This is an optimization exercise on Yosys and OpenROAD, whose aim is small area and a short achievable clock period, not a production implementation. Power figures rest on the tool's default switching activity, not on a simulated workload.

## old
==> flow/design.v <==
module commit_fifo #(
    parameter int P_ADDR_WIDTH = 5,
    parameter int P_DATA_WIDTH = 32
) (
    input  logic                    clk,
    input  logic                    rst,
    input  logic                    wr_en,
    input  logic                    commit,
    input  logic [P_DATA_WIDTH-1:0] data_in,
    output logic                    full,
    input  logic                    rd_en,
    output logic [P_DATA_WIDTH-1:0] data_out,
    output logic                    empty
);
localparam int N = 2**P_ADDR_WIDTH;
logic [P_DATA_WIDTH-1:0] ram [N];
logic [P_ADDR_WIDTH:0] waddr_q;
logic [P_ADDR_WIDTH:0] waddr_commit;
logic [P_ADDR_WIDTH:0] raddr_q;
logic [N-1:0]          rsel_q;       
logic [N-1:0]          wsel_q;       
logic                  full_q;       
logic                  not_full_q;   
logic                  empty_p;      
logic                  discarding;
logic                  output_slot_avail;   
logic                  slot_used_q;         
logic [P_ADDR_WIDTH:0] waddr_inc;
logic [P_ADDR_WIDTH:0] raddr_inc;
logic                  occ_m1;       
logic                  ccnt_full;    
logic                  ccnt_one;     
assign waddr_inc = waddr_q + 1'b1;
assign raddr_inc = raddr_q + 1'b1;
assign occ_m1    = (waddr_inc    ^ raddr_q) == {1'b1, {P_ADDR_WIDTH{1'b0}}};
assign ccnt_full = (waddr_commit ^ raddr_q) == {1'b1, {P_ADDR_WIDTH{1'b0}}};
assign ccnt_one  = waddr_commit == raddr_inc;
logic ready, adv, wr_ok, wr_drop, wr_commit, full_next, avail_next;
assign ready     = rd_en || !slot_used_q;
assign adv       = ready && !empty_p;
assign wr_ok     = wr_en && not_full_q && !discarding;
assign wr_drop   = wr_en && !(not_full_q && !discarding);
assign wr_commit = wr_ok && commit;
assign full_next  = !rst && !adv && (wr_ok ? occ_m1 : wr_drop ? ccnt_full : !not_full_q);
assign avail_next = rst || (empty_p && ready);
assign full  = full_q;
assign empty = output_slot_avail;
logic [N-1:0] wsel_next;
always_comb
    for (int i = 0; i < N; i++)
        if (rst)
            wsel_next[i] = i == 0;
        else if (wr_drop)
            wsel_next[i] = waddr_commit[P_ADDR_WIDTH-1:0] == i;
        else if (wr_ok)
            wsel_next[i] = wsel_q[(i+N-1)%N];
        else
            wsel_next[i] = wsel_q[i];
always_ff @(posedge clk)
    wsel_q <= wsel_next;
for (genvar i = 0; i < N; i++) begin : g_ram
    always_ff @(posedge clk)
        if (not_full_q && wsel_q[i])
            ram[i] <= data_in;
end
logic [P_DATA_WIDTH-1:0] rdata;
always_comb begin
    rdata = '0;
    for (int i = 0; i < N; i++)
        rdata = rdata | ({P_DATA_WIDTH{rsel_q[i]}} & ram[i]);
end
always_ff @(posedge clk) begin
    full_q            <= full_next;
    not_full_q        <= !full_next;
    output_slot_avail <= avail_next;
    slot_used_q       <= !avail_next;
end
always_ff @(posedge clk)
    if (rst) begin
        discarding        <= 1'b0;
        waddr_q           <= '0;
        waddr_commit      <= '0;
        raddr_q           <= '0;
        rsel_q            <= {{(N-1){1'b0}}, 1'b1};
        empty_p           <= 1'b1;
    end else begin
        if (wr_en)
            discarding <= !commit && !(not_full_q && !discarding);
        if (wr_drop)
            waddr_q <= waddr_commit;
        else if (wr_ok)
            waddr_q <= waddr_inc;
        if (wr_commit)
            waddr_commit <= waddr_inc;
        if (adv) begin
            raddr_q <= raddr_inc;
            rsel_q  <= {rsel_q[N-2:0], rsel_q[N-1]};
        end
        empty_p <= !wr_commit && (adv ? ccnt_one : empty_p);
    end
logic [P_DATA_WIDTH-1:0] data_hold;
logic hold;
assign hold = slot_used_q && !rd_en;    
always_ff @(posedge clk)
    if (!hold)
        data_hold <= rdata;
always_ff @(posedge clk)
    data_out <= ready ? rdata : data_hold;
endmodule
export LEC_CHECK = 0
export CAP_MARGIN = 20
export CORE_MARGIN = 2
export CORE_UTILIZATION = 65
export SETUP_SLACK_MARGIN = 3.0
export SLEW_MARGIN = 20
create_clock -name core_clock -period 5.0 [get_ports {clk}]
run.sh (not shown) runs the stock make flow with config.mk's settings and CLKGATE_MAP_FILE= SYNTH_SCRIPT=/design/flow/synth_recipe.tcl, a recipe that flattens the netlist after the stock synthesis.
Relative to old, the following input files were edited for new:
--- a/flow/design.v
+++ b/flow/design.v
@@ -16,9 +16,9 @@
 logic [P_DATA_WIDTH-1:0] ram [N];
 logic [P_ADDR_WIDTH:0] waddr_q;
 logic [P_ADDR_WIDTH:0] waddr_commit;
 logic [P_ADDR_WIDTH:0] raddr_q;
-logic [N-1:0]          rsel_q;       
+logic [N-1:0]          rsel_n;       
 logic [N-1:0]          wsel_q;       
 logic                  full_q;       
 logic                  not_full_q;   
 logic                  empty_p;      
@@ -64,11 +64,11 @@
             ram[i] <= data_in;
 end
 logic [P_DATA_WIDTH-1:0] rdata;
 always_comb begin
-    rdata = '0;
+    rdata = '1;
     for (int i = 0; i < N; i++)
-        rdata = rdata | ({P_DATA_WIDTH{rsel_q[i]}} & ram[i]);
+        rdata = rdata & ({P_DATA_WIDTH{rsel_n[i]}} | ram[i]);
 end
 always_ff @(posedge clk) begin
     full_q            <= full_next;
     not_full_q        <= !full_next;
@@ -80,9 +80,9 @@
         discarding        <= 1'b0;
         waddr_q           <= '0;
         waddr_commit      <= '0;
         raddr_q           <= '0;
-        rsel_q            <= {{(N-1){1'b0}}, 1'b1};
+        rsel_n            <= {{(N-1){1'b1}}, 1'b0};
         empty_p           <= 1'b1;
     end else begin
         if (wr_en)
             discarding <= !commit && !(not_full_q && !discarding);
@@ -93,9 +93,9 @@
         if (wr_commit)
             waddr_commit <= waddr_inc;
         if (adv) begin
             raddr_q <= raddr_inc;
-            rsel_q  <= {rsel_q[N-2:0], rsel_q[N-1]};
+            rsel_n  <= {rsel_n[N-2:0], rsel_n[N-1]};
         end
         empty_p <= !wr_commit && (adv ? ccnt_one : empty_p);
     end
 logic [P_DATA_WIDTH-1:0] data_hold;
--- outcome ---
Wire length improves in new relative to old.
Relative to old, the final cell area reported for new is lower.
Synthesized net count: new and old compared, higher one is new
Between new and old, it is new whose worst path setup slack after routing is higher, by 0.015 ns.
Going from old to new, the switching part of the total power was found to have gone up by 3.4 points.
Across new and old, none had a timing, DRC or antenna violation.
Post-synthesis average cell area came out lower on new than on old.
The non-clock inverter count in the final layout in new sits 1 below the value recorded for old.
new ends up with a wire length of the first global-routing pass that is about 0.8% higher than in old.
In the metrics for new and old, the one carrying the higher instance count of the mapped netlist is new.
Of new and old, old shows the lower number of placed cells counting well taps, with new above it.
Combinational share of power: new vs old up 5.9 points
Diff old -> new: hold slack fell by 0.042 ns, non-filler instance count after layout rose by 2.6%, horizontal die dimension fell by 4.5 um.
No functional check of the RTL was part of any run of this note.

==> what the ideal ports hide <==
The flow's constraints put no driver on any port. The routed layouts listed below were extracted and timed again, unchanged, in two steps. Step 1: set_driving_cell puts a clkbuf_16 on clk and a buf_2 on each other input, an assumption about the parent block. Step 2 adds t to the input delays and takes it off the output delays; t is the mean of the earliest and latest rising clock arrival at the registers after step 1. Input paths then give back, and output paths get back, about the clock's delay inside the block. Three values: ideal, step 1, step 2; two values: the first two.
run	t (ns)	setup WS [ns]	worst slew at a driven data input, ns
old	0.742	2.825 / 2.757 / 2.396	0.11
new	0.730	2.841 / 2.777 / 2.282	0.09
After both steps every run listed still meets setup and hold. The setup slack of new, which loses most, moves by -0.064 ns with the drivers and by -0.559 ns with both steps.
